Background: an optimization exercise with open tools, aiming at small area, a short achievable clock period and few clock cycles. Do not read the settings as production practice. At most, simulation tests tie the RTL to the original design; equivalence was not proved. Function not checked in runs 3 and 4: the RTL went through the layout flow alone. No run shown here takes its clock network from TritonCTS; it comes from the design's own scripts or RTL. The clock port is modelled as an ideal driver, which makes a skipped or thinned clock tree look cheaper than it is; a real chip needs a root buffer or a tree. Power and IR drop assume default switching activity.

$ cat flow/config.mk
export PLATFORM = sky130hd
export DESIGN_NAME = LBP
export DESIGN_NICKNAME = LBP
export VERILOG_FILES = /design/flow/design.v
export SDC_FILE = /design/flow/constraint.sdc
export NUM_CORES = 4
export LEC_CHECK = 0
export CAP_MARGIN = 20
export CORE_MARGIN = 2
export CORE_UTILIZATION = 55
export PLACE_DENSITY = 0.75
export SETUP_SLACK_MARGIN = 1.95
export SLEW_MARGIN = 20
$ cat flow/constraint.sdc
create_clock -name core_clock -period 3.3 [get_ports {clk}]
set_input_delay 0.6600 -clock core_clock [delete_from_list [all_inputs] [get_ports {clk}]]
set_output_delay 0.6600 -clock core_clock [all_outputs]
set_load 0.01 [all_outputs]
$ cat flow/design.v
`timescale 1ns/10ps
module LBP ( clk, reset, gray_addr, gray_req, gray_ready, gray_data, lbp_addr, lbp_valid, lbp_data, finish);
input   	clk;
input   	reset;
output  reg [13:0] 	gray_addr;
output  reg      	gray_req;
input   	    gray_ready;
input   [7:0] 	gray_data;
output  reg [13:0] 	lbp_addr;
output  reg 	lbp_valid;
output  reg [7:0] 	lbp_data;
output  reg 	finish;
localparam K = 10;
reg        run;       
reg [3:0]  idx;       
reg [3:0]  s;         
reg [3:0]  rh;        
reg [6:0]  col;       
reg        cend;      
reg        at7;       
reg        last;      
reg        v1, f1;    
reg        first;     
reg        wrapped;   
wire       step_strip = last & cend;         
wire [3:0] idx_n = !run ? 4'd0 : last ? 4'd0 : idx + 4'd1;
wire [3:0] s_p1 = s + 4'd1;
wire [3:0] s_n = step_strip ? s_p1 : s;
wire [6:0] col_n = last ? col + 7'd1 : col;
wire [3:0] rh_n = at7 ? rh + 4'd1 : (last & ~cend) ? rh - 4'd1 : rh;
always @(posedge clk or posedge reset) begin
    if (reset) run <= 1'b0;
    else run <= run | gray_ready;
end
always @(posedge clk) begin
    if (!run) begin
        idx <= 4'd0;
        s <= 4'd0;
        rh <= 4'd0;
        col <= 7'd0;
        cend <= 1'b0;
        at7 <= 1'b0;
        last <= 1'b0;
        first <= 1'b0;
        wrapped <= 1'b0;
    end else begin
        first <= last;
        wrapped <= last & cend;
        idx <= idx_n;
        s <= s_n;
        rh <= rh_n;
        col <= col_n;
        if (last) cend <= (col == 7'd126);
        at7 <= (idx == 4'd6);
        last <= (idx == 4'd8);
    end
end
wire [2:0] idx_m2 = idx[2:0] - 3'd2;
wire [6:0] lrow = first ? {(wrapped ? s : s_p1), 3'd0} : {s, idx_m2};
wire [6:0] lcol = col + {6'b111111, ~first};    
function [1:0] cmp2;
    input [7:0] a, b;
    reg [7:0] g, p;
    reg g76, p76, g54, p54, g32, p32, g10, p10, g74, p74, g30, p30, gg, pp;
    begin
        g = a & ~b;
        p = a | ~b;
        g76 = g[7] | (p[7] & g[6]);  p76 = p[7] & p[6];
        g54 = g[5] | (p[5] & g[4]);  p54 = p[5] & p[4];
        g32 = g[3] | (p[3] & g[2]);  p32 = p[3] & p[2];
        g10 = g[1] | (p[1] & g[0]);  p10 = p[1] & p[0];
        g74 = g76 | (p76 & g54);     p74 = p76 & p54;
        g30 = g32 | (p32 & g10);     p30 = p32 & p10;
        gg  = g74 | (p74 & g30);     pp  = p74 & p30;
        cmp2 = {gg | pp, ~gg};
    end
endfunction
reg [7:0]  sr [0:K+1];  
reg [2:0]  pb [0:K];    
reg        q5;          
reg        q1;          
reg        q2a, q2b;    
wire [7:0] p  = sr[0];      
wire [7:0] dl = sr[K-1];    
wire [7:0] l  = sr[K];      
wire [7:0] ul = sr[K+1];    
wire p_ge_ul, ul_ge_p, p_ge_l, l_ge_p, p_ge_dl, dl_ge_p, l_ge_ul, ul_ge_l;
assign {p_ge_ul, ul_ge_p} = cmp2(p, ul);
assign {p_ge_l,  l_ge_p}  = cmp2(p, l);
assign {p_ge_dl, dl_ge_p} = cmp2(p, dl);
assign {l_ge_ul, ul_ge_l} = cmp2(l, ul);
integer j;
always @(posedge clk) begin
    sr[0] <= gray_data;
    for (j = 1; j <= K+1; j = j + 1) sr[j] <= sr[j-1];
    pb[0] <= {dl_ge_p, l_ge_p, ul_ge_p};
    for (j = 1; j <= K; j = j + 1) pb[j] <= pb[j-1];
    q5 <= p_ge_l;
    q1 <= ul_ge_l;
    q2a <= p_ge_dl;
    q2b <= q2a;
    gray_req <= run | gray_ready;
    gray_addr <= {rh_n, idx_n[2:0], col_n};
    v1 <= run && (idx[3:1] != 3'd0) && (col[6:1] != 6'd0) && !(s == 4'd15 && idx[3]);
    f1 <= run && cend && (s == 4'd15) && (idx == 4'd7);
    lbp_valid <= v1 & run;    
    finish <= f1 & run;
    lbp_addr <= {lrow, lcol};
    lbp_data <= {p_ge_ul, l_ge_ul, pb[K][2], q5, pb[K][1], q2b, q1, pb[K][0]};
end
endmodule
$ cat flow/flow/run.sh
#!/bin/bash
# Own layout flow: the standard flow (standard.sh, unchanged synthesis),
# with two hooks: flow/ports.tcl after global placement sets the port
# buffers' cells (POST_GLOBAL_PLACE_TCL), and flow/clock_tree.tcl builds a
# two-level clock tree before CTS, which TritonCTS then skips (PRE_CTS_TCL).
# standard.sh's output goes to standard.log; each ORFS step keeps its own log
# under orfs/logs.
set -euo pipefail
cd "$(dirname "$0")/.."
export POST_GLOBAL_PLACE_TCL="$(pwd)/flow/ports.tcl"
export PRE_CTS_TCL="$(pwd)/flow/clock_tree.tcl"
export MY_CLK_NLEAF=8 MY_CLK_LEAF=sky130_fd_sc_hd__clkinv_16 MY_CLK_TOP=sky130_fd_sc_hd__clkinv_8
bash standard.sh > standard.log 2>&1
$ cat flow/flow/clock_tree.tcl
# Clock tree of two levels, built before CTS (PRE_CTS_TCL); the CTS command
# itself is then skipped. The registers are split by balanced k-means on their
# places into NLEAF groups, each clocked by a leaf buffer at its centre; the
# leaf buffers are split the same way into NTOP groups, each driven by a top
# buffer at its centre, and the clock port drives the NTOP top buffers.
proc env_or {name default} {
  if {[info exists ::env($name)]} { return $::env($name) }
  return $default
}
set nleaf [env_or MY_CLK_NLEAF 8]
set ntop [env_or MY_CLK_NTOP 4]
set leafcell [env_or MY_CLK_LEAF sky130_fd_sc_hd__clkbuf_16]
set topcell [env_or MY_CLK_TOP sky130_fd_sc_hd__clkbuf_8]

# balanced k-means of points {x y} into k groups of at most ceil(n/k);
# returns the group of each point
proc bkmeans {pts k} {
  set n [llength $pts]
  set mx 0.0; set my 0.0
  foreach p $pts { set mx [expr {$mx + [lindex $p 0]}]; set my [expr {$my + [lindex $p 1]}] }
  set mx [expr {$mx / $n}]; set my [expr {$my / $n}]
  set order {}
  for {set i 0} {$i < $n} {incr i} {
    set p [lindex $pts $i]
    lappend order [list $i [expr {atan2([lindex $p 1] - $my, [lindex $p 0] - $mx)}]]
  }
  set order [lsort -real -index 1 $order]
  set assign [lrepeat $n 0]
  for {set j 0} {$j < $n} {incr j} { lset assign [lindex $order $j 0] [expr {$j * $k / $n}] }
  set cap [expr {($n + $k - 1) / $k}]
  for {set iter 0} {$iter < 50} {incr iter} {
    set cx [lrepeat $k 0.0]; set cy [lrepeat $k 0.0]; set cn [lrepeat $k 0]
    for {set i 0} {$i < $n} {incr i} {
      set c [lindex $assign $i]; set p [lindex $pts $i]
      lset cx $c [expr {[lindex $cx $c] + [lindex $p 0]}]
      lset cy $c [expr {[lindex $cy $c] + [lindex $p 1]}]
      lset cn $c [expr {[lindex $cn $c] + 1}]
    }
    for {set c 0} {$c < $k} {incr c} {
      if {[lindex $cn $c] > 0} {
        lset cx $c [expr {[lindex $cx $c] / [lindex $cn $c]}]
        lset cy $c [expr {[lindex $cy $c] / [lindex $cn $c]}]
      }
    }
    set pairs {}
    for {set i 0} {$i < $n} {incr i} {
      set p [lindex $pts $i]
      for {set c 0} {$c < $k} {incr c} {
        lappend pairs [list [expr {abs([lindex $p 0] - [lindex $cx $c]) + abs([lindex $p 1] - [lindex $cy $c])}] $i $c]
      }
    }
    set new [lrepeat $n -1]; set used [lrepeat $k 0]
    foreach pr [lsort -real -index 0 $pairs] {
      lassign $pr d i c
      if {[lindex $new $i] >= 0 || [lindex $used $c] >= $cap} { continue }
      lset new $i $c
      lset used $c [expr {[lindex $used $c] + 1}]
    }
    if {$new eq $assign} { break }
    set assign $new
  }
  return $assign
}

# centre of each group
proc centres {pts assign k} {
  set cx [lrepeat $k 0.0]; set cy [lrepeat $k 0.0]; set cn [lrepeat $k 0]
  foreach p $pts c $assign {
    lset cx $c [expr {[lindex $cx $c] + [lindex $p 0]}]
    lset cy $c [expr {[lindex $cy $c] + [lindex $p 1]}]
    lset cn $c [expr {[lindex $cn $c] + 1}]
  }
  set out {}
  for {set c 0} {$c < $k} {incr c} {
    lappend out [list [expr {[lindex $cx $c] / max(1, [lindex $cn $c])}] [expr {[lindex $cy $c] / max(1, [lindex $cn $c])}]]
  }
  return $out
}

set block [ord::get_db_block]
set core [$block getCoreArea]
proc add_buffer {name cell at in_net} {
  set block [ord::get_db_block]
  set core [$block getCoreArea]
  set master [[ord::get_db] findMaster $cell]
  set inst [odb::dbInst_create $block $master $name]
  set x [expr {int([lindex $at 0]) - [$master getWidth] / 2}]
  set y [expr {int([lindex $at 1]) - [$master getHeight] / 2}]
  set x [expr {max([$core xMin], min($x, [$core xMax] - [$master getWidth]))}]
  set y [expr {max([$core yMin], min($y, [$core yMax] - [$master getHeight]))}]
  $inst setLocation $x $y
  $inst setPlacementStatus PLACED
  set net [odb::dbNet_create $block clknet_$name]
  $net setSigType CLOCK
  [$inst findITerm A] connect $in_net
  [$inst findITerm [expr {[string match "*inv*" $cell] ? "Y" : "X"}]] connect $net
  return $net
}

set clk_net [$block findNet clk]
set sinks [$clk_net getITerms]
set pts {}
foreach it $sinks {
  set bb [[$it getInst] getBBox]
  lappend pts [list [expr {([$bb xMin] + [$bb xMax]) / 2.0}] [expr {([$bb yMin] + [$bb yMax]) / 2.0}]]
}
set leaf_of [bkmeans $pts $nleaf]
set leaf_at [centres $pts $leaf_of $nleaf]
set top_of [bkmeans $leaf_at $ntop]
set top_at [centres $leaf_at $top_of $ntop]

set top_net {}
for {set t 0} {$t < $ntop} {incr t} {
  lappend top_net [add_buffer clktop_$t $topcell [lindex $top_at $t] $clk_net]
}
for {set c 0} {$c < $nleaf} {incr c} {
  set net [add_buffer clkleaf_$c $leafcell [lindex $leaf_at $c] [lindex $top_net [lindex $top_of $c]]]
  set cnt 0
  foreach it $sinks g $leaf_of {
    if {$g == $c} { $it disconnect; $it connect $net; incr cnt }
  }
  puts "clock leaf $c (top [lindex $top_of $c]) at [lindex $leaf_at $c] drives $cnt registers"
}
set_propagated_clock [all_clocks]
rename clock_tree_synthesis {}
proc clock_tree_synthesis {args} { puts "clock_tree_synthesis skipped: the clock tree is built by clock_tree.tcl" }
# the tree's inverters are its own: no cloning next to the registers
rename repair_clock_inverters {}
proc repair_clock_inverters {args} { puts "repair_clock_inverters skipped: the clock tree is built by clock_tree.tcl" }
$ cat flow/flow/ports.tcl
# After global placement (POST_GLOBAL_PLACE_TCL): the port buffers that
# buffer_ports inserted become buf_1 on inputs (each drives few pins) and
# buf_2 on outputs (each drives one port).
foreach inst [[ord::get_db_block] getInsts] {
  set name [$inst getName]
  set cell [[$inst getMaster] getName]
  if {[string match "input*" $name] && $cell ne "sky130_fd_sc_hd__buf_1"} {
    replace_cell $name sky130_fd_sc_hd__buf_1
  } elseif {[string match "output*" $name] && $cell ne "sky130_fd_sc_hd__buf_2"} {
    replace_cell $name sky130_fd_sc_hd__buf_2
  }
}
$ cat flow/standard.sh
#!/bin/bash
# synth_recipe.tcl (not shown) runs the flow's synth.tcl, then flattens the netlist and writes it again
# the make line also repeats each setting of config.mk as NAME=value (left out here)
make -C /OpenROAD-flow-scripts/flow DESIGN_CONFIG=/design/flow/config.mk WORK_HOME=/design/flow/orfs CLKGATE_MAP_FILE= SYNTH_SCRIPT=/design/flow/synth_recipe.tcl "${@:-finish}"
==> notes.md, run 1 <==
The fraction of power consumed by combinational cells is 0.171, and the register cell area after layout is 4020 um2. The fraction of power spent switching nets came out at 0.304. The tools report the minimum hold slack as 287 ps.

The global routing usage summed across all routing layers was 0.139. The total area inside the core boundary comes to 9680 um2. For the wire length of the first global-routing pass, the log shows 12800 um.

The largest fanout on the critical path works out to 5. The finished layout holds 625 standard cells, fillers aside. The run gives 50 as the top-level port count. For this run, design rule violations remaining after detail routing come to 0.

Synthesis handed over a netlist of 433 instances. Using the TritonRoute via totals, the vias-per-cell ratio works out to 4.75. The final count of negative-setup-slack endpoints is 0, and the share of layout cells above drive strength 1 is 0.181.

The tools report the half-perimeter wire length after placement as 5160 um. The tools report the net switching power as 1.51 mW. On the final layout, the worst clock skew is 11.1 ps. The logs give 0 ps for the setup TNS after final layout and 0.563 for the initial cell density of the core. The logs give 0.225 for the part of the total power dissipated in the clock network and 0 for the number of nets still failing antenna checks after routing. The count of final hold-check violations was 0. The count of yosys warnings during synthesis is 3, and the number of cells in the design after placement is 609. In this run the static leakage power is 2.70 nW. In this run the tool buffered the top-level ports with 49 buffer cells. The power share of the sequential group is 0.604. Kind of end point of the critical path: a register.

The number of nets in the layout is 517, and the arrival time at the worst endpoint is 1390 ps. The row count is 36, and the die outline width is 104 um. Fill cells in the final layout number 729. Leaving out fill and tap cells, the most frequent cell in the layout is sky130_fd_sc_hd__dfxtp_1. At the pin with the least slew margin, the transition time is 432 ps. IR analysis of the VDD net gives a maximum drop of 0.569 mV.

Summing every instance area after synthesis gives 5450 um2. Setup repair after global routing could not meet its margin everywhere. The number of global-route vias before repair came out at 2804. After synthesis, the netlist uses 50 different library cells. The final design utilization came out at 0.646. The tools report the final-report max-slew violation count as 0.

The die covers 10700 um2. The finished cells cover 6260 um2. Once placement finished, the instance area stood at 5830 um2. Synthesis inferred 199 register bits. The category of the worst setup path launch point was a register. The tools report the clock insertion delay at the later pin of the skew report as 170 ps. The area growth from synthesis to layout is 14.8%. The share of synthesized area occupied by flip-flops and latches is 0.731, and the worst-case setup margin in the final layout is 1940 ps. The final cycle utilization of the critical path is 0.412, and the total wire length is 7730 um. Max-cap violations in this run came to 0. Entering global routing, the biggest net connects 26 pins. Leaving out fill and tap cells, the most frequent cells in the layout are sky130_fd_sc_hd__dfxtp_1, sky130_fd_sc_hd__buf_2, sky130_fd_sc_hd__inv_1, sky130_fd_sc_hd__nor2_1, sky130_fd_sc_hd__nand2_1. Number of nets produced by synthesis: 456. The multi-input combinational cells in the finished layout cover a total of 1410 um2. The first detailed-routing pass took 4 iterations. The internal power of the cells totals 3.45 mW. The design draws 4.97 mW. Power spread over the standard cell area amounts to 793 nW/um2.

The run finished with no timing, DRC or antenna violations. Dividing the detail-routed wire length by the instance count gives 12.4 um. The number of synthesized flops with an enable pin works out to 0. The async set or reset register ratio after synthesis was 0.00503; the total global routing overflow was 0. Among all flip-flop cells after synthesis, the most frequent one is sky130_fd_sc_hd__dfxtp_1.

The headroom to the max-slew limit is 0.712, and the required time of the critical path is 3330 ps. The tightest min-delay check is of the primary input to asynchronous set/reset pin type. The number of antenna violations at the first check in global routing is 0. A synthesized cell averages 12.6 um2. Across all layers, the routed design uses 2968 vias.

Prior to clock tree synthesis, the placed netlist has a worst setup slack of 1820 ps. Timing would allow up to 735 MHz. The floorplan step set the die height to 104 um. The number of antenna diodes in the final layout is 0.

Clock-pin slew was measured on the worst setup and hold paths at 60 ps. Classification of the worst setup path: register to register. The first-iteration detailed-routing DRC count was 101.

The shortest clock period the worst path allows after layout came out at 1360 ps.
==> sequential cells by signal, indices dropped and copies added (netlist names), 4 cells and up <==
register and flops:
pb 33, rh 4, col 7, s 4
lbp_addr 14, sr 96, idx 4, gray_addr 14
lbp_data 8
==> timing repair <==
| item | CTS | global route |
|---|---|---|
| gates resized for setup | 8 | 28 |
| hold buffers | 0 | 0 |
| endpoints found under the hold margin | 0 | 0 |
| endpoints found under the setup margin | 15 | 22 |
| setup buffers | 0 | 4 |
| pin swaps | 3 | 6 |
==> cell type report <==
type,instances,area share
Multi-Input combinational cell,201,0.225
Sequential cell,199,0.641
Inverter,39,0.0650
Timing Repair Buffer,53,0.0420
Tap cell,133,0.0266
==> worst max-delay path: stages, from the launching register on <==
cell and delay, ps:
sky130_fd_sc_hd__dfxtp_1 400, sky130_fd_sc_hd__nor2b_1 200, sky130_fd_sc_hd__nor3_1 80, sky130_fd_sc_hd__a221oi_1 420, sky130_fd_sc_hd__o21bai_1 130
==> final timing paths <==
kind,start,endpoint,slack (ps),cells after the start
worst max-delay path,sr[10][1],q5,1940,4
worst min-delay path,reset,run,290,2
worst max register to register,sr[10][1],q5,1940,4
worst min register to register,pb[0][0],pb[1][0],320,0
max in group asynchronous,reset,run,2910,2
min in group core_clock,pb[0][0],pb[1][0],320,0
==> kinds of logic (layout without fill, tap and decap cells) <==
group / Yosys count / in the layout / share of synthesized area
buf+inv: 33 / 92 / 0.0236
compound gates: 53 / 53 / 0.0707
flops: 199 / 199 / 0.731
simple gates: 113 / 113 / 0.109
fa+ha+maj: 14 / 14 / 0.0314
xor+xnor: 21 / 21 / 0.0337
==> layer usage <==
metal | global-route usage | routed length (um) | vias to the layer above
li1 | - | - | 1531
met1 | 0.188 | 3620 | 1360
met2 | 0.238 | 3570 | 66
met3 | 0.0233 | 377 | 11
met4 | 0.0299 | 159 | 0
met5 | 0 | 0 | -
==> power by group through the flow <==
stage / clock network [mW] / logic, mW / registers, mW
2_1_floorplan: 0 / 0.485 / 3.06
3_3_place_gp: 0 / 0.919 / 3.03
3_5_place_dp: 0 / 0.788 / 3.05
4_1_cts: 1.15 / 0.796 / 2.99
5_1_grt: 1.26 / 0.965 / 3.05
6_report: 1.12 / 0.851 / 3.00
==> cells in the mapped netlist, drive strengths merged, types with 2 or more instances <==
library cell,n,area share
o21bai,4,0.0055
nor3,6,0.0055
and4,2,0.0032
or3,2,0.0023
nand2,23,0.016
nor2,24,0.017
o21ai,4,0.0037
and2,16,0.018
a2111oi,3,0.0048
a22o,2,0.0032
nand3,5,0.0046
o221ai,3,0.0048
a221oi,2,0.0032
a31oi,2,0.0023
ha,12,0.028
buf,4,0.0037
dfxtp,198,0.73
nand4,3,0.0034
and2b,3,0.0048
a222oi,2,0.0037
or2b,2,0.0028
nand2b,7,0.0080
a21boi,3,0.0041
a211o,4,0.0064
xnor2,12,0.019
xor2,9,0.014
maj3,2,0.0039
inv,27,0.019
a22oi,4,0.0055
a21oi,8,0.0073
nor2b,15,0.018
o22ai,6,0.0069
clkbuf,2,0.0014
a21o,3,0.0044
Testbench counts, summed over its fixed seeds: cycles 163,840.
==> inputs of run 2 (changes only) <==
--- a/flow/config.mk
+++ b/flow/config.mk
@@ -10,4 +10,4 @@
 export CORE_UTILIZATION = 55
 export PLACE_DENSITY = 0.75
-export SETUP_SLACK_MARGIN = 1.95
+export SETUP_SLACK_MARGIN = 1.9
 export SLEW_MARGIN = 20
==> run 2 against run 1 <==
Net effect: still clean; first-iteration DRC count up 13%; fmax fell by 0.15%; routed wire length is 1.4% lower; die area stayed put; synthesized cell count is the same; total power fell by 1.3%; combinational power down 6.3%; sequential power is essentially flat; worst setup slack worse by 2.0 ps; sequential cell count unchanged; sequential share of layout area grew 0.43 points; highest routed layer unchanged.
==> notes.md, run 2 <==
The number of vias in the routed layout is 2961 (-0.24%). The initial cell density of the core came out at 0.563 (unchanged). Final cycle utilization of the critical path: 0.413 (+0.000603). The setup slack after placement was 1820 ps (unchanged); the DRC violation count after routing was 0 (unchanged). The share of layout cells above drive strength 1 came out at 0.155 (-0.0255). Fmax: 734 MHz (-0.15%).

Traced cell by cell, the critical path runs through and2b_1, nor3_1, a22o_1, a31oi_1. The tools report the max capacitance violation total as 0 (unchanged). The required time of the critical path is 3310 ps (-20 ps).

The actual transition at the worst max-transition pin works out to 462 ps (+29.2 ps). The shortest clock period the worst path allows after layout is 1360 ps (+1.99 ps). Tracing the worst setup path back leads to its startpoint at sr[0][2]. The largest registers in the layout are sr x96, pb x33. The number of buffers and inverters on the critical path is 0 (unchanged), and the total wire length is 7620 um (-1.4%).

The number of synthesized flops with an enable pin is 0 (unchanged). The die outline height was 104 um (unchanged). For the number of instances in the synthesized netlist, the log shows 433 (unchanged). The area growth from synthesis to layout is 13.7%. The arrival time at the worst endpoint is 1370 ps (-20 ps).

The tools report the largest net degree at the start of global routing as 26 (unchanged). The number of nets produced by synthesis was 456 (unchanged); the worst IR drop on VDD was 0.569 mV (about the same). The largest individual stage delay along the critical path comes from the cell sky130_fd_sc_hd__dfxtp_4.

Synthesized area: 5450 um2 (unchanged). The run gives 5160 um (unchanged) as the half-perimeter wire length after placement. The run gives 50 (unchanged) as the top-level port count. The logs give 0 (unchanged) for the final-report max-slew violation count and 114 (+13%) for the first-iteration detailed-routing DRC count.

Counting flops per register, the top entry is sr. The clock skew came out at 10.9 ps (-0.204 ps). The run gives 2797 (-0.25%) as the number of global-route vias before repair. The count of final hold-check violations was 0 (unchanged).

For the final count of negative-setup-slack endpoints, the log shows 0 (unchanged). For the share of synthesized area occupied by flip-flops and latches, the log shows 0.731 (unchanged). The total core area is 9680 um2 (unchanged), and the number of antenna violations at the first check in global routing is 0 (unchanged). The largest fanout on the critical path came out at 7 (+2). The run gives 0.139 (-0.000408) as the global routing usage summed across all routing layers. The floorplan die area came out at 10700 um2 (unchanged).

The top cell types in the final layout, fill and taps aside, are sky130_fd_sc_hd__dfxtp_1, sky130_fd_sc_hd__buf_2, sky130_fd_sc_hd__inv_1. Leaving out fill and tap cells, the most frequent cell in the layout is sky130_fd_sc_hd__dfxtp_1. The tools report the detailed-router iteration count before antenna repair as 5 (+1). The number of diodes was 0 (unchanged). The headroom to the max-slew limit is 0.692 (-0.0194), and the average cell area after synthesis is 12.6 um2 (unchanged).

The number of unique standard cell types used by synthesis came out at 50 (unchanged). The worst-case setup margin in the final layout was 1940 ps (-1.99 ps); the count of yosys warnings during synthesis was 3 (unchanged). The min-delay analysis places its worst path in the category primary input to asynchronous set/reset pin.

The number of synthesized register bits was 199 (unchanged). The number of cells in the design after placement was 609 (unchanged). Setup TNS after final layout: 0 ps (unchanged).

The most used flip-flop cell after synthesis was sky130_fd_sc_hd__dfxtp_1. The biggest area contributor in the post-synthesis netlist is sky130_fd_sc_hd__dfxtp_1. Counting instances in the post-synthesis netlist gives the leading cell types as sky130_fd_sc_hd__dfxtp_1, sky130_fd_sc_hd__inv_1, sky130_fd_sc_hd__nor2_1, sky130_fd_sc_hd__nand2_1, sky130_fd_sc_hd__and2_1. The fraction of synthesized cell area taken by the top area cell type was 0.727 (unchanged).

Clock-pin transition on the worst setup and hold timing paths: 60 ps (about the same). The worst setup path is captured at a register. Setup repair after global routing could not meet its margin everywhere.

The async set or reset register ratio after synthesis is 0.00503 (unchanged). By area the synthesized netlist is led by sky130_fd_sc_hd__dfxtp_1, sky130_fd_sc_hd__ha_1, sky130_fd_sc_hd__xnor2_1. For the leakage power of the design, the log shows 2.68 nW (-0.65%). Grouping stages by cell kind, the critical path spends the most delay in simple AND/OR/NAND/NOR gates.

The total global routing overflow is 0 (unchanged), and the final design utilization is 0.640 (-0.00594). Most common cell in the synthesized netlist: sky130_fd_sc_hd__dfxtp_1. The clock insertion delay at the later pin of the skew report is 170 ps (about the same), and the number of nets still failing antenna checks after routing is 0 (unchanged). The classification of the worst setup path was register to register. The row count came out at 36 (unchanged). The highest cell delay on the worst timing path is 370 ps (-50 ps), and the count of port buffers added during placement is 49 (unchanged). The startpoint identified for the worst register-to-register timing path is sr[0][2]. The power per standard cell area is 790 nW/um2 (-0.38%), and the count of hold-fix buffers inserted at cts is 0 (unchanged). Category of the worst setup path launch point: a register. The tools report the number of nets in the layout as 514 (-0.58%). The number of flip-flops under the largest register name was 96 (unchanged). The die outline width is 104 um (unchanged), and the non-filler instance count after layout is 622 (-0.48%). The run finished with no timing, DRC or antenna violations. The routed length per instance was 12.2 um (-0.96%); the wire length of the first global-routing pass was 12700 um (-0.33%). The mean number of vias per cell came out at 4.76 (+0.25%).
==> run 2: logic make-up (layout without fill, tap and decap cells) <==
| kind of cell | after synthesis | after routing | share of synthesized area |
|---|---|---|---|
| XOR/XNOR | 21 | 21 | 0.0337 |
| buffers and inverters | 33 | 89 | 0.0236 |
| AO/OA/AOI/OAI | 53 | 53 | 0.0707 |
| flip-flops | 199 | 199 | 0.731 |
| AND/OR/NAND/NOR | 113 | 113 | 0.109 |
| adder cells (fa/ha/maj) | 14 | 14 | 0.0314 |
==> run 2: worst reg2reg max path: stages (launching register included) <==
cell and delay (ps):
sky130_fd_sc_hd__dfxtp_4 370, sky130_fd_sc_hd__and2b_1 210, sky130_fd_sc_hd__nor3_1 290, sky130_fd_sc_hd__a22o_1 220, sky130_fd_sc_hd__a31oi_1 110
==> run 2: metal layers <==
metal | GRT usage | part of all wire | up-vias
met1 | 0.187 | 0.47 | 1365
met4 | 0.0299 | 0.021 | 0
li1 | - | - | 1525
met3 | 0.0233 | 0.047 | 11
met5 | 0 | 0 | -
met2 | 0.237 | 0.46 | 60
==> run 2: worst paths after layout <==
| kind | endpoint | slack [ps] | cells past startpoint |
|---|---|---|---|
| setup / recovery | pb[0][1] | 1940 | 4 |
| hold / removal | run | 290 | 2 |
| setup reg to reg | pb[0][1] | 1940 | 4 |
| hold reg to reg | pb[1][0] | 320 | 0 |
| max in group asynchronous | run | 2910 | 2 |
| min in group core_clock | pb[1][0] | 320 | 0 |
==> run 2: repair_timing <==
item                                    4_1_cts  5_1_grt
gates resized for setup                       4       19
pin swaps                                     0        6
endpoints found under the setup margin        9       18
setup buffers                                 0        1
==> run 2: power by group <==
part / total [mW] / leakage [nW] / internal (mW) / switching [mW]
Sequential: 2.99 / 1.67 / 2.79 / 0.203
Clock: 1.11 / 0.119 / 0.240 / 0.872
Combinational: 0.797 / 0.889 / 0.385 / 0.412
==> run 2: through the flow <==
step	hold WS [ps]	power, mW	cell area [um2]
after global placement	310	3.95	6080
after global routing	272	5.22	6200
after detailed placement	312	3.83	5830
after CTS	284	4.94	6140
after floorplan	310	3.55	5450
final	287	4.90	6200
==> run 2: final cells by class <==
type                       count  area [um2]
tap                          133         166
multi-input combinational    201        1380
fill                         742        3480
timing repair buffer          50         240
inverter                      39         407
sequential                   199        4010
==> inputs of run 3 (changes only) <==
--- a/flow/design.v
+++ b/flow/design.v
@@ -3,5 +3,5 @@
 input   	clk;
 input   	reset;
-output  reg [13:0] 	gray_addr;
+output      [13:0] 	gray_addr;
 output  reg      	gray_req;
 input   	    gray_ready;
@@ -23,4 +23,5 @@
 reg        first;     
 reg        wrapped;   
+assign gray_addr = {rh, idx[2:0], col};
 wire       step_strip = last & cend;         
 wire [3:0] idx_n = !run ? 4'd0 : last ? 4'd0 : idx + 4'd1;
@@ -101,5 +102,4 @@
     q2b <= q2a;
     gray_req <= run | gray_ready;
-    gray_addr <= {rh_n, idx_n[2:0], col_n};
     v1 <= run && (idx[3:1] != 3'd0) && (col[6:1] != 6'd0) && !(s == 4'd15 && idx[3]);
     f1 <= run && cend && (s == 4'd15) && (idx == 4'd7);
--- a/flow/config.mk
+++ b/flow/config.mk
@@ -10,4 +10,4 @@
 export CORE_UTILIZATION = 55
 export PLACE_DENSITY = 0.75
-export SETUP_SLACK_MARGIN = 1.9
+export SETUP_SLACK_MARGIN = 2.0
 export SLEW_MARGIN = 20
==> run 3 against run 2 <==
Net effect: total power is 1.8% higher; register-to-register slack worse by 80 ps; area after synthesis is 4.4% lower; highest routed layer unchanged; sequential share of layout area is 4.8 points lower; first-iteration DRC count is 18% lower; final cell count is 0.32% higher; clock power hardly changed.
==> notes.md, run 3 <==
The run finished with no timing, DRC or antenna violations. The mean number of vias per cell is 4.91 (+3.1%). In the post-synthesis netlist, the biggest area contributors are sky130_fd_sc_hd__dfxtp_1, sky130_fd_sc_hd__ha_1, sky130_fd_sc_hd__nor2b_1.

After synthesis, the most frequently instantiated cells are sky130_fd_sc_hd__dfxtp_1, sky130_fd_sc_hd__inv_1, sky130_fd_sc_hd__nand2_1, sky130_fd_sc_hd__nor2b_1, sky130_fd_sc_hd__nor2_1. The signal on the critical path passes through inv_6, ha_4, a21o_1, a21oi_2, and4b_1, a311o_1. The run gives 0 (unchanged) as the number of antenna violations at the first check in global routing. The average cell area after synthesis came out at 12.5 um2 (-0.95%). The run gives 0 (unchanged) as the total global routing overflow.

The most common cell in the synthesized netlist is sky130_fd_sc_hd__dfxtp_1. The final design utilization is 0.686 (+0.0460). Among all stages on the critical path, the largest delay is contributed by sky130_fd_sc_hd__dfxtp_4. The total core area is 9240 um2 (-4.6%), and the leakage power of the design is 2.70 nW (+0.90%). The count of yosys warnings during synthesis was 3 (unchanged). The number of flip-flops under the largest register name was 96 (unchanged); the synthesized area was 5220 um2 (-4.4%). The number of nets in the layout was 521 (+1.4%); the global routing usage summed across all routing layers was 0.157 (+0.0182).

The DRC violation count after routing is 0 (unchanged). The clock insertion delay at the later pin of the skew report came out at 170 ps (about the same). The top-level port count was 50 (unchanged).

The logs give 0 (unchanged) for the count of hold-fix buffers inserted at cts and 0.711 (-0.0202) for the share of synthesized area occupied by flip-flops and latches. The number of diodes came out at 0 (unchanged). The first-iteration detailed-routing DRC count is 94 (-18%). The number of synthesized register bits works out to 185 (-7.0%). The number of instances in the synthesized netlist was 418 (-3.5%). The run gives 0 (unchanged) as the number of nets still failing antenna checks after routing. The final count of negative-setup-slack endpoints came out at 0 (unchanged). The most used flip-flop cell after synthesis is sky130_fd_sc_hd__dfxtp_1.

The actual transition at the worst max-transition pin is 360 ps (-102 ps), and the clock-pin transition on the worst setup and hold timing paths is 60 ps (about the same). The highest cell delay on the worst timing path was 370 ps (about the same); the number of vias in the routed layout was 3064 (+3.5%). The wire length of the first global-routing pass is 13400 um (+5.2%), and the row count is 35 (-2.8%). The share of layout cells above drive strength 1 is 0.277 (+0.121), and the number of global-route vias before repair is 2948 (+5.4%). The run gives 693 MHz (-5.6%) as the fmax. The final cycle utilization of the critical path is 0.437 (+0.0244), and the largest fanout on the critical path is 4 (-3).

Number of synthesized flops with an enable pin: 0 (unchanged). The arrival time at the worst endpoint was 1490 ps (+120 ps); the detailed-router iteration count before antenna repair was 4 (-1). The number of unique standard cell types used by synthesis was 56 (+12%); the setup TNS after final layout was 0 ps (unchanged). The async set or reset register ratio after synthesis works out to 0.00541 (+0.000380). Of all cell types, the one taking the most synthesized area is sky130_fd_sc_hd__dfxtp_1. The clock skew came out at 11.5 ps (+0.672 ps). Setup repair after global routing could not meet its margin everywhere. More flip-flops sit in one register than any other, and that register is sr. For the floorplan die area, the log shows 10300 um2 (-4.2%). The non-filler instance count after layout was 624 (+0.32%).

The final instance area came out at 6340 um2 (+2.3%). The number of filler cells placed in the layout is 659 (-11%), and the worst IR drop on VDD is 0.569 mV (about the same). The total placed instance area came out at 5570 um2 (-4.3%). Classification of the worst setup path: register to register.

The half-perimeter wire length after placement came out at 5130 um (-0.45%). The tools report the number of nets produced by synthesis as 442 (-3.1%). The max capacitance violation total came out at 0 (unchanged).

The area overhead of the layout relative to synthesis is 21.6%, and the routed length per instance is 13.1 um (+7.1%). The final-report max-slew violation count is 0 (unchanged). The category of the worst setup path launch point was a register.

The count of port buffers added during placement is 49 (unchanged). The largest registers in the layout are sr x96, pb x33, lbp_addr x14. The initial cell density of the core was 0.564 (+0.00121).

Required time of the critical path: 3350 ps (+40 ps). Path type of the worst min-delay path: primary input to asynchronous set/reset pin. The die outline width came out at 101 um (-2.1%).

The shortest clock period the worst path allows after layout works out to 1440 ps (+80.5 ps). The run gives 586 (-3.8%) as the number of cells in the design after placement. In the layout the commonest cells are sky130_fd_sc_hd__dfxtp_1, sky130_fd_sc_hd__buf_2, sky130_fd_sc_hd__buf_4. Most common library cell in the layout ignoring fill and taps: sky130_fd_sc_hd__dfxtp_1.

The die outline height was 101 um (-2.1%). For the count of final hold-check violations, the log shows 0 (unchanged). The tools report the headroom to the max-slew limit as 0.754 (+0.0618).

The tools report the total wire length as 8190 um (+7.5%). The power per standard cell area is 787 nW/um2 (-0.43%). The largest net degree at the start of global routing came out at 29 (+12%). The worst setup path is captured at a register. Fraction of synthesized cell area taken by the top area cell type: 0.706 (-0.0204).
[run 3: kinds of logic (layout without fill, tap and decap cells)]
kind of cell    count (synthesis)  after routing  synth area share
compound gates                 57             57            0.0792
xor+xnor                       18             18            0.0302
fa+ha+maj                      15             15            0.0367
buf+inv                        35            112            0.0283
flops                         185            185             0.711
mux                             2              2           0.00384
simple gates                  106            106             0.111
[run 3: per-layer routing]
metal  track usage  up-vias  share of wire
met5             0        -              0
met4        0.0364        0          0.016
met3        0.0179        9          0.036
met2         0.290       75           0.51
met1         0.196     1438           0.44
li1              -     1542              -
[run 3: final timing paths]
kind | slack, ps | depth (start not counted) | from | end
max | 1860 | 6 | at7 | rh[3]
min | 300 | 2 | reset | run
max reg2reg | 1860 | 6 | at7 | rh[3]
min reg2reg | 320 | 0 | pb[1][0] | pb[2][0]
max in group asynchronous | 2900 | 2 | reset | run
min in group core_clock | 320 | 0 | pb[1][0] | pb[2][0]
[run 3: area by class of cell]
class	instances	area, um2	share of cell area
multi-input cells	198	1480	0.233
flip-flops and latches	185	3790	0.597
well taps	129	161	0.0254
repair buffers	75	509	0.0803
inverters	37	404	0.0637
[run 3: worst max-delay path: cells and delay by family (launching register included)]
kind,cells,cell delay [ps]
buf+inv,1,40
flops,1,370
simple gates,1,180
fa+ha+maj,1,240
compound gates,3,500
[run 3: metrics by stage]
step | hold WS [ps] | power, mW | setup WS [ps]
3_5_place_dp | 312 | 3.64 | 1770
2_1_floorplan | 310 | 3.37 | 1950
4_1_cts | 296 | 4.93 | 1870
6_report | 296 | 4.99 | 1860
5_1_grt | 297 | 5.32 | 1810
3_3_place_gp | 310 | 3.76 | 1560
[run 3: timing repair]
| item | in CTS | in global routing |
|---|---|---|
| buffers inserted | 20 | 6 |
| gates resized for setup | 50 | 38 |
| pin swaps | 9 | 12 |
| endpoints found under the setup margin | 30 | 31 |
[run 3: report_power, final]
part	total, mW	leakage (nW)	internal, mW	switching (mW)
clock	1.08	0.119	0.238	0.839
combinational	1.14	1.02	0.615	0.527
sequential	2.77	1.56	2.59	0.186
==> inputs of run 4 (changes only) <==
--- a/flow/config.mk
+++ b/flow/config.mk
@@ -8,6 +8,6 @@
 export CAP_MARGIN = 20
 export CORE_MARGIN = 2
-export CORE_UTILIZATION = 55
-export PLACE_DENSITY = 0.75
+export CORE_UTILIZATION = 40
+export PLACE_DENSITY = 0.6
 export SETUP_SLACK_MARGIN = 2.0
 export SLEW_MARGIN = 20
==> run 4 against run 3 <==
Net effect: critical endpoint unchanged; synthesized cell count did not move; global-route usage fell by 4.2 points; area after synthesis did not move; routed wire length fell by 0.99%; still clean; sequential share of layout area fell by 0.35 points; highest routed layer unchanged.
==> notes.md, run 4 <==
The flow ran to the end and the layout has no timing, DRC or antenna violations. The run gives 296 ps (+0.0200 ps) as the minimum hold slack. The global routing usage summed across all routing layers came out at 0.115 (-0.0422). Yosys attributes the largest share of cell area to sky130_fd_sc_hd__dfxtp_1, sky130_fd_sc_hd__ha_1, sky130_fd_sc_hd__nor2b_1. The die outline width is 118 um (+17%).

The half-perimeter wire length after placement is 5120 um (-0.36%), and the actual transition at the worst max-transition pin is 397 ps (+37.7 ps). The signal on the critical path passes through inv_4, ha_4, a21o_1, a21oi_2, a21oi_1, a311o_1. The slowest stage of the critical path belongs to the cell sky130_fd_sc_hd__dfxtp_4.

The shortest clock period the worst path allows after layout was 1380 ps (-64.6 ps). The logs give 0 (unchanged) for the total global routing overflow and 442 (unchanged) for the number of nets produced by synthesis. The routed length per instance was 12.2 um (-7.0%); the arrival time at the worst endpoint was 1430 ps (-60 ps). Busiest metal layer after global routing: met2. Initial cell density of the core: 0.412 (-0.153). Kind of end point of the critical path: a register. The run gives 0.711 (unchanged) as the share of synthesized area occupied by flip-flops and latches. The run gives 2.70 nW (-0.17%) as the leakage power of the design. The setup slack after placement is 1770 ps (-0.730 ps), and the share of layout cells above drive strength 1 is 0.274 (-0.00238). The top-level port count came out at 50 (unchanged). The DRC violation count after routing came out at 0 (unchanged). The run gives 629 (+7.3%) as the number of cells in the design after placement.

The number of nets in the layout was 518 (-0.58%); the met1 layer usage reported by global route was 0.153 (-0.0431). The power after layout was 4.97 mW (-0.42%); the clock-pin transition on the worst setup and hold timing paths was 60 ps (about the same). In this run the worst hold path is classified as primary input to asynchronous set/reset pin. The fmax was 725 MHz (+4.7%). The largest fanout on the critical path works out to 3 (-1). The setup TNS after final layout is 0 ps (unchanged), and the number of flip-flops under the largest register name is 96 (unchanged). The biggest area contributor in the post-synthesis netlist is sky130_fd_sc_hd__dfxtp_1. The tools report the required time of the critical path as 3350 ps (about the same).

By count the netlist is led by sky130_fd_sc_hd__dfxtp_1, sky130_fd_sc_hd__inv_1, sky130_fd_sc_hd__nand2_1, sky130_fd_sc_hd__nor2b_1, sky130_fd_sc_hd__nor2_1. The clock skew is 12.1 ps (+0.587 ps), and the count of yosys warnings during synthesis is 3 (unchanged). The synthesized area was 5220 um2 (unchanged); the clock insertion delay at the later pin of the skew report was 170 ps (about the same). The category of the worst setup path launch point was a register. The async set or reset register ratio after synthesis was 0.00541 (unchanged); the worst IR drop on VDD was 0.445 mV (-22%). The total placed instance area was 5630 um2 (+0.97%); the final cycle utilization of the critical path was 0.418 (-0.0196).

Leaving out fill and tap cells, the most frequent cell in the layout is sky130_fd_sc_hd__dfxtp_1. Final instance area: 6390 um2 (+0.69%). The non-filler instance count after layout was 664 (+6.4%); the met2 layer usage reported by global route was 0.196 (-0.0941). The number of buffers and inverters on the critical path is 1 (unchanged). The number of synthesized flops with an enable pin came out at 0 (unchanged).

The met3 layer usage reported by global route came out at 0.0140 (-0.00395). By instance count, the leading cell after synthesis is sky130_fd_sc_hd__dfxtp_1. The number of antenna violations at the first check in global routing was 0 (unchanged); the floorplan die area was 14000 um2 (+36%).

The headroom to the max-slew limit was 0.735 (-0.0189); the number of synthesized register bits was 185 (unchanged). The total core area is 12700 um2 (+37%), and the average cell area after synthesis is 12.5 um2 (unchanged). Count of hold-fix buffers inserted at cts: 0 (unchanged). The critical path is of the register to register type.

The detailed-router iteration count before antenna repair was 4 (unchanged). The die outline height came out at 118 um (+17%). On the critical path the largest part of the delay comes from compound AO/OA/AOI/OAI gates.

The number of nets still failing antenna checks after routing is 0 (unchanged), and the fraction of synthesized cell area taken by the top area cell type is 0.706 (unchanged). The logs give 2962 (+0.47%) for the number of global-route vias before repair and 8110 um (-0.99%) for the total wire length. The count of final hold-check violations is 0 (unchanged). The run gives 0.504 (-0.182) as the final design utilization. For the row count, the log shows 41 (+17%).

The logs give 192 (+100%) for the first-iteration detailed-routing DRC count and 1143 (+73%) for the number of filler cells placed in the layout. Number of unique standard cell types used by synthesis: 56 (unchanged). In the final layout, the registers with the most flip-flops are sr x96, pb x33, lbp_addr x14.

The area growth from synthesis to layout is 22.5%. The highest cell delay on the worst timing path is 350 ps (-20 ps). The number of diodes was 0 (unchanged). The number of instances in the synthesized netlist came out at 418 (unchanged).

The most used flip-flop cell after synthesis is sky130_fd_sc_hd__dfxtp_1. Setup repair after global routing could not meet its margin everywhere. The count of port buffers added during placement was 49 (unchanged). The tools report the final-report max-slew violation count as 0 (unchanged).

Ranked by flip-flop count, first place goes to sr. The wire length of the first global-routing pass came out at 13800 um (+2.8%). The logs give 0 (unchanged) for the final count of negative-setup-slack endpoints and 0 (unchanged) for the max capacitance violation total. For the largest net degree at the start of global routing, the log shows 29 (unchanged). The mean number of vias per cell is 4.56 (-7.2%), and the power per standard cell area is 778 nW/um2 (-1.1%). The worst-case setup margin in the final layout was 1920 ps (+64.6 ps). The number of vias in the routed layout was 3025 (-1.3%). Leaving out fill and tap cells, the most frequent cells in the layout are sky130_fd_sc_hd__dfxtp_1, sky130_fd_sc_hd__buf_2, sky130_fd_sc_hd__nand2_1.
-- run 4: cell counts after synthesis --
Identical to the previous run, type by type.
-- run 4: cell type report --
cell class	count	area (um2)	area share
sequential	185	3790	0.594
multi-input combinational	198	1480	0.232
timing repair buffer	72	493	0.0772
inverter	37	404	0.0633
tap	172	215	0.0337
-- run 4: layer usage --
layer | routed length [um] | up-vias
met3 | 304 | 19
met4 | 225 | 0
met2 | 3810 | 67
met1 | 3760 | 1406
li1 | - | 1533
met5 | 0 | -
-- run 4: final timing paths --
| check | start | endpoint | slack, ps | depth (start not counted) |
|---|---|---|---|---|
| worst min register to register | q5 | lbp_data[4] | 310 | 0 |
| max in group asynchronous | reset | run | 2900 | 2 |
| worst min-delay path | reset | run | 300 | 2 |
| min in group core_clock | q5 | lbp_data[4] | 310 | 0 |
| worst max-delay path | at7 | rh[3] | 1920 | 6 |
| worst max register to register | at7 | rh[3] | 1920 | 6 |
-- run 4: cells by family after synthesis --
family	after synthesis	share of synthesized area
AO/OA/AOI/OAI	57	0.0792
flip-flops	185	0.711
buffers and inverters	35	0.0283
multiplexers	2	0.00384
AND/OR/NAND/NOR	106	0.111
XOR/XNOR	18	0.0302
adder cells (fa/ha/maj)	15	0.0367
-- run 4: power by group --
part / leakage (nW) / internal (mW) / switching (mW)
clock: 0.119 / 0.238 / 0.852
combinational: 1.02 / 0.601 / 0.512
sequential: 1.56 / 2.58 / 0.182
-- run 4: worst register-to-register path, cell delays in order, from the launching register on --
cell and delay [ps]:
sky130_fd_sc_hd__dfxtp_4 350, sky130_fd_sc_hd__inv_4 70, sky130_fd_sc_hd__ha_4 180, sky130_fd_sc_hd__a21o_1 160, sky130_fd_sc_hd__a21oi_2 160, sky130_fd_sc_hd__a21oi_1 60, sky130_fd_sc_hd__a311o_1 310
-- run 4: what timing repair did --
| action | 4_1_cts | 5_1_grt |
|---|---|---|
| endpoints found under the setup margin | 35 | 31 |
| setup buffers | 18 | 5 |
| hold endpoints to repair | 0 | 0 |
| resized for setup | 48 | 43 |
| pin swaps | 7 | 8 |
==> inputs of run 5 (changes only) <==
--- a/flow/design.v
+++ b/flow/design.v
@@ -3,5 +3,5 @@
 input   	clk;
 input   	reset;
-output      [13:0] 	gray_addr;
+output  reg [13:0] 	gray_addr;
 output  reg      	gray_req;
 input   	    gray_ready;
@@ -23,5 +23,4 @@
 reg        first;     
 reg        wrapped;   
-assign gray_addr = {rh, idx[2:0], col};
 wire       step_strip = last & cend;         
 wire [3:0] idx_n = !run ? 4'd0 : last ? 4'd0 : idx + 4'd1;
@@ -102,4 +101,5 @@
     q2b <= q2a;
     gray_req <= run | gray_ready;
+    gray_addr <= {rh_n, idx_n[2:0], col_n};
     v1 <= run && (idx[3:1] != 3'd0) && (col[6:1] != 6'd0) && !(s == 4'd15 && idx[3]);
     f1 <= run && cend && (s == 4'd15) && (idx == 4'd7);
==> run 5 against run 4 <==
Net effect: still clean on timing, DRC and antenna; sequential share of layout area up 3.7 points; core utilization down 2.3 points; area after synthesis grew 4.6%; hold slack got worse by 3.5 ps; first-iteration DRC count shrank 17%; routed wire length down 5.0%; clock power up 4%; register-to-register slack better by 40 ps; sequential cell count rose by 14; global-route usage shrank 0.84 points; fmax is 3.1% higher; clock skew shrank 2.0 ps; largest cell class unchanged; largest power group unchanged.
==> notes.md, run 5 <==
The flow ran to the end and the layout has no timing, DRC or antenna violations. The actual transition at the worst max-transition pin came out at 500 ps (+102 ps). Power per standard cell area: 776 nW/um2 (-0.21%).

The largest net degree at the start of global routing was 26 (-10%). The signal on the critical path passes through nor2b_4, maj3_2, a211o_1, a21o_1. The fraction of synthesized cell area taken by the top area cell type works out to 0.727 (+0.0204).

The number of nets produced by synthesis is 456 (+3.2%), and the number of synthesized register bits is 199 (+7.6%). The tools report the final instance area as 6400 um2 (+0.24%). The clock insertion delay at the later pin of the skew report is 170 ps (about the same).

Die outline height: 121 um (+2.2%). The wire length of the first global-routing pass is 13200 um (-4.4%), and the async set or reset register ratio after synthesis is 0.00503 (-0.000380). The die outline width was 121 um (+2.2%).

The required time of the critical path came out at 3350 ps (about the same). The run gives 14600 um2 (+4.4%) as the floorplan die area. The most used flip-flop cell after synthesis is sky130_fd_sc_hd__dfxtp_1. The total wire length was 7700 um (-5.0%).

The final design utilization is 0.481 (-0.0225). Power share of the sequential group: 0.604 (+0.047). The total placed instance area is 5880 um2 (+4.5%), and the number of nets still failing antenna checks after routing is 0 (unchanged).

The kind of end point of the critical path was a register. STA classifies the critical path startpoint as a register. The number of vias in the routed layout is 3019 (-0.20%).

The logs give 0.168 (-0.056) for the fraction of power consumed by combinational cells and 0.228 (+0.009) for the part of the total power dissipated in the clock network. Setup repair after global routing could not meet its margin everywhere. Number of flip-flops under the largest register name: 96 (unchanged). Top layer used by detailed routing: met4. The setup slack after placement was 1800 ps (+32.0 ps); the routed length per instance was 11.5 um (-5.9%). The number of antenna violations at the first check in global routing was 0 (unchanged); the count of port buffers added during placement was 49 (unchanged). The wire length on met3 was 331 um (+8.9%). The endpoint identified for the worst register-to-register timing path is lbp_data[7]. The largest registers in the layout are sr x96, pb x33. The logs give 3.45 mW (+0.71%) for the cell-internal power and 670 (+0.90%) for the non-filler instance count after layout. The highest cell delay on the worst timing path came out at 360 ps (about the same). The critical path is of the register to register type. The mean number of vias per cell was 4.51 (-1.1%). Leaving out fill and tap cells, the most frequent cell in the layout is sky130_fd_sc_hd__dfxtp_1. For the count of final hold-check violations, the log shows 0 (unchanged). The clock-pin transition on the worst setup and hold timing paths came out at 60 ps (about the same). For the top-level port count, the log shows 50 (unchanged).

The final cycle utilization of the critical path is 0.405 (-0.0125). The initial cell density of the core was 0.410 (-0.00135). The number of unique standard cell types used by synthesis was 50 (-11%); the first-iteration detailed-routing DRC count was 159 (-17%). The number of instances in the synthesized netlist was 433 (+3.6%); the fmax was 748 MHz (+3.1%).

The DRC violation count after routing is 0 (unchanged), and the total global routing overflow is 0 (unchanged). The tools report the count of yosys warnings during synthesis as 3 (unchanged). The total core area was 13300 um2 (+4.9%).

The number of cells in the design after placement is 652 (+3.7%). After synthesis, the most frequently instantiated cells are sky130_fd_sc_hd__dfxtp_1, sky130_fd_sc_hd__inv_1, sky130_fd_sc_hd__nor2_1, sky130_fd_sc_hd__nand2_1, sky130_fd_sc_hd__and2_1. The global routing usage summed across all routing layers is 0.106 (-0.00836).

The final count of negative-setup-slack endpoints was 0 (unchanged). The row count was 42 (+2.4%); the number of global-route vias before repair was 2884 (-2.6%). The number of cells traversed by the worst register-to-register path works out to 4 (-2). The setup TNS after final layout was 0 ps (unchanged). Reg2reg setup slack: 1960 ps (+40 ps). The family with the most delay on the worst path was compound AO/OA/AOI/OAI gates. The logs give 0.667 (-0.0683) for the headroom to the max-slew limit and 293 ps (-3.52 ps) for the minimum hold slack. After synthesis, the cell types taking the most area are sky130_fd_sc_hd__dfxtp_1, sky130_fd_sc_hd__ha_1, sky130_fd_sc_hd__xnor2_1. The fraction of power spent switching nets is 0.306 (-0.00476). The number of nets in the layout came out at 519 (+0.19%). The number of buffers and inverters on the critical path is 0 (-1), and the area overhead of the layout relative to synthesis is 17.4%. For the post-route met1 wirelength, the log shows 3750 um (-0.27%). The library cells used most frequently in the layout, excluding fill and tap cells, are sky130_fd_sc_hd__dfxtp_1, sky130_fd_sc_hd__buf_2, sky130_fd_sc_hd__nor2_1.

The tools report the share of synthesized area occupied by flip-flops and latches as 0.731 (+0.0202). Register with the most flip-flops: sr. The run gives 0.475 mV (+6.8%) as the worst IR drop on VDD.

The count of hold-fix buffers inserted at cts was 0 (unchanged). The arrival time at the worst endpoint was 1390 ps (-40 ps); the leakage power of the design was 2.74 nW (+1.6%). Slowest stage cell on the critical path: sky130_fd_sc_hd__dfxtp_4. The run gives 3480 um (-8.7%) as the detailed route wirelength on metal2.

The shortest clock period the worst path allows after layout was 1340 ps (-41.4 ps). Path type of the worst min-delay path: primary input to asynchronous set/reset pin. For the number of diodes, the log shows 0 (unchanged). The number of synthesized flops with an enable pin is 0 (unchanged), and the power after layout is 4.97 mW (about the same).

The net switching power came out at 1.52 mW (-1.5%). The share of layout cells above drive strength 1 was 0.229 (-0.0456). By instance count, the leading cell after synthesis is sky130_fd_sc_hd__dfxtp_1. The run gives 1960 ps (+41.4 ps) as the worst-case setup margin in the final layout.

The synthesized area came out at 5450 um2 (+4.6%). Final-report max-slew violation count: 0 (unchanged). The reg-to-reg critical path startpoint is sr[0][2].

The clock skew is 10.2 ps (-1.97 ps), and the largest fanout on the critical path is 7 (+4). The average cell area after synthesis works out to 12.6 um2 (+0.96%). The max capacitance violation total was 0 (unchanged); the half-perimeter wire length after placement was 5180 um (+1.2%).

The tools report the detailed-router iteration count before antenna repair as 5 (+1). The top cell type by total area after synthesis is sky130_fd_sc_hd__dfxtp_1.
-- run 5: cell types whose count changed after synthesis, sizes merged, moves of 2 or more --
cell,before,now
o21ai,6,4
inv,25,27
and2,11,16
dfxtp,184,198
or3,4,2
mux2i,2,0
buf,7,4
and3,3,1
nor2,14,24
nor3,4,6
xor2,7,9
-- run 5: worst reg2reg max path, delay by kind of cell (launching register included) --
kind            cells  cell delay [ps]
compound gates      2              440
fa+ha+maj           1              300
flops               1              360
simple gates        1              120
-- run 5: power by group through the flow --
stage          Sequential (mW)  Combinational [mW]  Clock [mW]
6_report                  3.00               0.835        1.13
2_1_floorplan             3.06               0.485           0
3_3_place_gp              3.04               0.941           0
5_1_grt                   3.06               0.964        1.31
3_5_place_dp              3.05               0.798           0
4_1_cts                   3.00               0.826        1.19
-- run 5: how the worst max path moves through the flow --
stage,slack (ps),cells past startpoint,from,end
2_1_floorplan,2010,7,first,lbp_addr[6]
3_3_place_gp,1800,1,gray_addr[2],gray_addr[2]
3_5_place_dp,1800,4,last,rh[1]
4_1_cts,1960,4,sr[0][2],lbp_data[7]
5_1_grt,1840,4,sr[0][7],pb[0][1]
6_report,1960,4,sr[0][2],lbp_data[7]
-- run 5: repair_timing --
item                       CTS  global route
pin swaps                    8             7
gates resized for setup     33            31
setup endpoints to repair   27            19
cloned                       0             0
buffers inserted             2             4
-- run 5: kinds of logic after synthesis --
family | share of synthesized area
compound gates | 0.0707
xor+xnor | 0.0337
fa+ha+maj | 0.0314
buf+inv | 0.0236
flops | 0.731
simple gates | 0.109
-- run 5: cell type report --
class,count,area (um2)
fill,1216,6890
inverter,39,407
multi-input combinational,201,1460
sequential,199,4040
tap,176,220
timing repair buffer,55,278
-- run 5: per-layer routing --
| metal | global-route usage | vias up |
|---|---|---|
| met4 | 0.0233 | 0 |
| met1 | 0.149 | 1411 |
| li1 | - | 1543 |
| met5 | 0 | - |
| met3 | 0.0156 | 10 |
| met2 | 0.175 | 55 |
Testbench counts of run 5, summed over its fixed seeds: cycles 163,840.
==> inputs of run 6 (changes only) <==
--- a/flow/flow/run.sh
+++ b/flow/flow/run.sh
@@ -10,4 +10,4 @@
 export POST_GLOBAL_PLACE_TCL="$(pwd)/flow/ports.tcl"
 export PRE_CTS_TCL="$(pwd)/flow/clock_tree.tcl"
-export MY_CLK_NLEAF=8 MY_CLK_LEAF=sky130_fd_sc_hd__clkinv_16 MY_CLK_TOP=sky130_fd_sc_hd__clkinv_8
+export MY_CLK_NLEAF=12 MY_CLK_LEAF=sky130_fd_sc_hd__clkinv_8 MY_CLK_TOP=sky130_fd_sc_hd__clkinv_8
 bash standard.sh > standard.log 2>&1
--- a/flow/config.mk
+++ b/flow/config.mk
@@ -8,6 +8,6 @@
 export CAP_MARGIN = 20
 export CORE_MARGIN = 2
-export CORE_UTILIZATION = 40
-export PLACE_DENSITY = 0.6
-export SETUP_SLACK_MARGIN = 2.0
+export CORE_UTILIZATION = 55
+export PLACE_DENSITY = 0.75
+export SETUP_SLACK_MARGIN = 1.95
 export SLEW_MARGIN = 20
==> run 6 against run 5 <==
Net effect: core utilization is 16 points higher; combinational power is 1% lower; final area is 2.8% lower; first-iteration DRC count is 47% lower; via count is 0.96% lower; register-to-register slack hardly changed; fmax is 0.15% higher; global-route usage is 3.1 points higher; critical endpoint unchanged.
==> notes.md, run 6 <==
Detailed-router iteration count before antenna repair: 4 (-1). The number of nets still failing antenna checks after routing is 0 (unchanged). Setup repair after global routing could not meet its margin everywhere.

The die outline height is 104 um (-14%). For the number of antenna violations at the first check in global routing, the log shows 0 (unchanged). The library cell used most frequently in the layout, excluding fill and tap cells, is sky130_fd_sc_hd__dfxtp_1. The total global routing overflow was 0 (unchanged). The largest net degree at the start of global routing was 26 (unchanged). The tools report the category of the worst setup path launch point as a register. The critical path goes through nor2b_1, maj3_2, a211o_1, a21o_1. The mean number of vias per cell is 4.77 (+5.8%). The shortest clock period the worst path allows after layout came out at 1340 ps (-2.04 ps). The tools report the required time of the critical path as 3340 ps (about the same). The tools report the non-filler instance count after layout as 627 (-6.4%).

The DRC violation count after routing was 0 (unchanged). The headroom to the max-slew limit is 0.697 (+0.0305), and the actual transition at the worst max-transition pin is 454 ps (-45.7 ps). The most common cell in the synthesized netlist is sky130_fd_sc_hd__dfxtp_1.

The count of final hold-check violations was 0 (unchanged); the arrival time at the worst endpoint was 1380 ps (about the same). The number of nets in the layout is 519 (unchanged). The tools report the kind of end point of the critical path as a register. After synthesis, the most frequently instantiated cells are sky130_fd_sc_hd__dfxtp_1, sky130_fd_sc_hd__inv_1, sky130_fd_sc_hd__nor2_1, sky130_fd_sc_hd__nand2_1, sky130_fd_sc_hd__and2_1. Highest cell delay on the worst timing path: 360 ps (about the same). The leakage power of the design was 2.69 nW (-1.9%).

In this run the worst setup path begins at sr[0][2]. For the floorplan die area, the log shows 10700 um2 (-26%). The largest fanout on the critical path was 7 (unchanged). The final-report max-slew violation count came out at 0 (unchanged).

The tools report the clock insertion delay at the later pin of the skew report as 150 ps (-20 ps). For the final count of negative-setup-slack endpoints, the log shows 0 (unchanged). The run gives 0.228 (+0.0524) as the met2 layer usage reported by global route. The register with the most flip-flops was sr. For this design, the slowest cell found on the critical path is sky130_fd_sc_hd__dfxtp_4.

The total core area is 9680 um2 (-27%), and the minimum hold slack is 304 ps (+11.2 ps). The total wire length is 7550 um (-1.9%), and the number of nets produced by synthesis is 456 (unchanged). The area overhead of the layout relative to synthesis was 14.1%; the number of flip-flops under the largest register name was 96 (unchanged). Yosys attributes the largest share of cell area to sky130_fd_sc_hd__dfxtp_1, sky130_fd_sc_hd__ha_1, sky130_fd_sc_hd__xnor2_1. The clock skew came out at 11.2 ps (+1.07 ps).

The tools report the register cell area after layout as 4020 um2 (-0.37%). The tools report the met1 layer usage reported by global route as 0.183 (+0.0346). The number of cells traversed by the worst register-to-register path was 4 (unchanged). The async set or reset register ratio after synthesis is 0.00503 (unchanged), and the number of filler cells placed in the layout is 733 (-40%). The average cell area after synthesis was 12.6 um2 (unchanged). The critical path is of the register to register type. In this run the critical register-to-register path is launched from sr[0][2]. Half-perimeter wire length after placement: 5160 um (-0.37%). In this run the most used layer during global routing was met2. The power per standard cell area came out at 779 nW/um2 (+0.37%).

The largest registers in the layout are sr x96, pb x33. The run gives 84 (-47%) as the first-iteration detailed-routing DRC count. Among cell families on the critical path, the largest total delay comes from compound AO/OA/AOI/OAI gates.

The path type of the worst min-delay path is primary input to asynchronous set/reset pin. The number of unique standard cell types used by synthesis is 50 (unchanged). The final cycle utilization of the critical path was 0.405 (-0.000618).

The global routing usage summed across all routing layers is 0.137 (+0.0311). The initial cell density of the core is 0.563 (+0.153). The worst-case setup margin in the final layout is 1960 ps (+2.04 ps), and the number of synthesized register bits is 199 (unchanged). The run gives 0.731 (unchanged) as the share of synthesized area occupied by flip-flops and latches.

For the number of vias in the routed layout, the log shows 2990 (-0.96%). The setup slack after placement is 1820 ps (+14.1 ps), and the die outline width is 104 um (-14%). The setup TNS after final layout is 0 ps (unchanged). Among all flip-flop cells after synthesis, the most frequent one is sky130_fd_sc_hd__dfxtp_1.

The number of global-route vias before repair is 2839 (-1.6%), and the routed length per instance is 12.0 um (+4.9%). Of all cell types, the one taking the most synthesized area is sky130_fd_sc_hd__dfxtp_1. The count of port buffers added during placement was 49 (unchanged); the synthesized area was 5450 um2 (unchanged). In this run the critical register-to-register path is captured at lbp_data[7]. Top-level port count: 50 (unchanged).

The run gives 0.0252 (+0.00961) as the met3 layer usage reported by global route. Max capacitance violation total: 0 (unchanged). Reg2reg setup slack: 1960 ps (about the same). The wire length of the first global-routing pass was 12700 um (-3.3%). The logs give 433 (unchanged) for the number of instances in the synthesized netlist and 0 (unchanged) for the number of diodes.

The fraction of synthesized cell area taken by the top area cell type is 0.727 (unchanged), and the worst IR drop on VDD is 0.451 mV (-5.1%). Clock-pin transition on the worst setup and hold timing paths: 60 ps (about the same). The number of buffers and inverters on the critical path works out to 0 (unchanged). The share of layout cells above drive strength 1 is 0.192 (-0.0364), and the count of yosys warnings during synthesis is 3 (unchanged).

Leaving out fill and tap cells, the most frequent cells in the layout are sky130_fd_sc_hd__dfxtp_1, sky130_fd_sc_hd__buf_2, sky130_fd_sc_hd__inv_1, sky130_fd_sc_hd__nor2_1, sky130_fd_sc_hd__nand2_1. The number of cells on the critical path was 4 (unchanged). The flow ran to the end and the layout has no timing, DRC or antenna violations. The number of cells in the design after placement came out at 609 (-6.6%).

The row count came out at 36 (-14%). Number of synthesized flops with an enable pin: 0 (unchanged). The area of the multi-input gates is 1420 um2 (-2.5%), and the fmax is 749 MHz (+0.15%).
run 6: cell types whose count changed in the layout (fill, tap and decap cells not counted), sizes merged:
| cell | before | now |
|---|---|---|
| clkinv | 12 | 16 |
| buf | 55 | 51 |
run 6: report_power, final:
| part | switching [mW] | internal [mW] | leakage, nW |
|---|---|---|---|
| logic | 0.426 | 0.399 | 0.908 |
| clock network | 0.818 | 0.207 | 0.110 |
| registers | 0.200 | 2.80 | 1.67 |
run 6: how the worst max path moves through the flow:
stage,endpoint,slack [ps]
2_1_floorplan,lbp_addr[6],2010
3_3_place_gp,run,1780
3_5_place_dp,rh[1],1820
4_1_cts,lbp_data[6],1950
5_1_grt,lbp_data[7],1920
6_report,lbp_data[7],1960
run 6: through the flow:
stage	util	area, um2	power (mW)
floorplan	-	5450	3.55
global placement	0.628	6080	3.95
detailed placement	0.602	5830	3.83
CTS	0.631	6110	4.87
global route	0.642	6220	5.16
finish	0.642	6220	4.85
run 6: per-layer routing:
| layer | share of wire | routed length (um) |
|---|---|---|
| met5 | 0 | 0 |
| met4 | 0.031 | 235 |
| met3 | 0.051 | 388 |
| met2 | 0.45 | 3420 |
| met1 | 0.46 | 3510 |
run 6: area by class of cell:
cell class | instances | share of cell area
inverters | 43 | 0.0581
multi-input cells | 201 | 0.229
flip-flops and latches | 199 | 0.647
well taps | 133 | 0.0267
repair buffers | 51 | 0.0398
run 6: timing repair:
action / 4_1_cts / 5_1_grt
pin swaps: 5 / 7
hold buffers: 0 / 0
resized for setup: 10 / 33
cloned: 0 / 0
endpoints found under the setup margin: 13 / 22
setup buffers: 0 / 2
run 6: logic make-up after synthesis:
group           Yosys count  synth area share
compound gates           53            0.0707
fa+ha+maj                14            0.0314
flops                   199             0.731
buf+inv                  33            0.0236
simple gates            113             0.109
xor+xnor                 21            0.0337

## re-timing with driven ports
No port has a modelled driver above. Below, the same layouts with a new extraction and two added sets of constraints.
Step 1 assumes that a clkbuf_16 drives the clock port and a buf_2 every other input.
Step 2 adds t to the input delays and takes it off the output delays; t is the mean of the earliest and latest rising clock arrival at the registers after step 1. Input paths then give back, and output paths get back, about the clock's delay inside the block.
Three values: ideal, step 1, step 2; two values: the first two.
run | t (ns) | setup slack, ns | hold WS [ns] | worst setup path after step 2 | worst register clock-pin slew, ns
run 1 | 0.300 | 1.939 / 1.890 / 1.939 | 0.287 / 0.171 / 0.316 | register to register | 0.06 / 0.06
run 2 | 0.300 | 1.937 / 1.890 / 1.937 | 0.287 / 0.171 / 0.317 | register to register | 0.06 / 0.06
run 3 | 0.297 | 1.857 / 1.824 / 1.857 | 0.296 / 0.182 / 0.320 | register to register | 0.06 / 0.06
run 4 | 0.302 | 1.921 / 1.810 / 1.921 | 0.296 / 0.180 / 0.315 | register to register | 0.06 / 0.06
run 5 | 0.304 | 1.963 / 1.893 / 1.963 | 0.293 / 0.171 / 0.318 | register to register | 0.06 / 0.07
run 6 | 0.287 | 1.965 / 1.897 / 1.965 | 0.304 / 0.187 / 0.315 | register to register | 0.06 / 0.07
After both steps setup and hold are still met in every run listed.
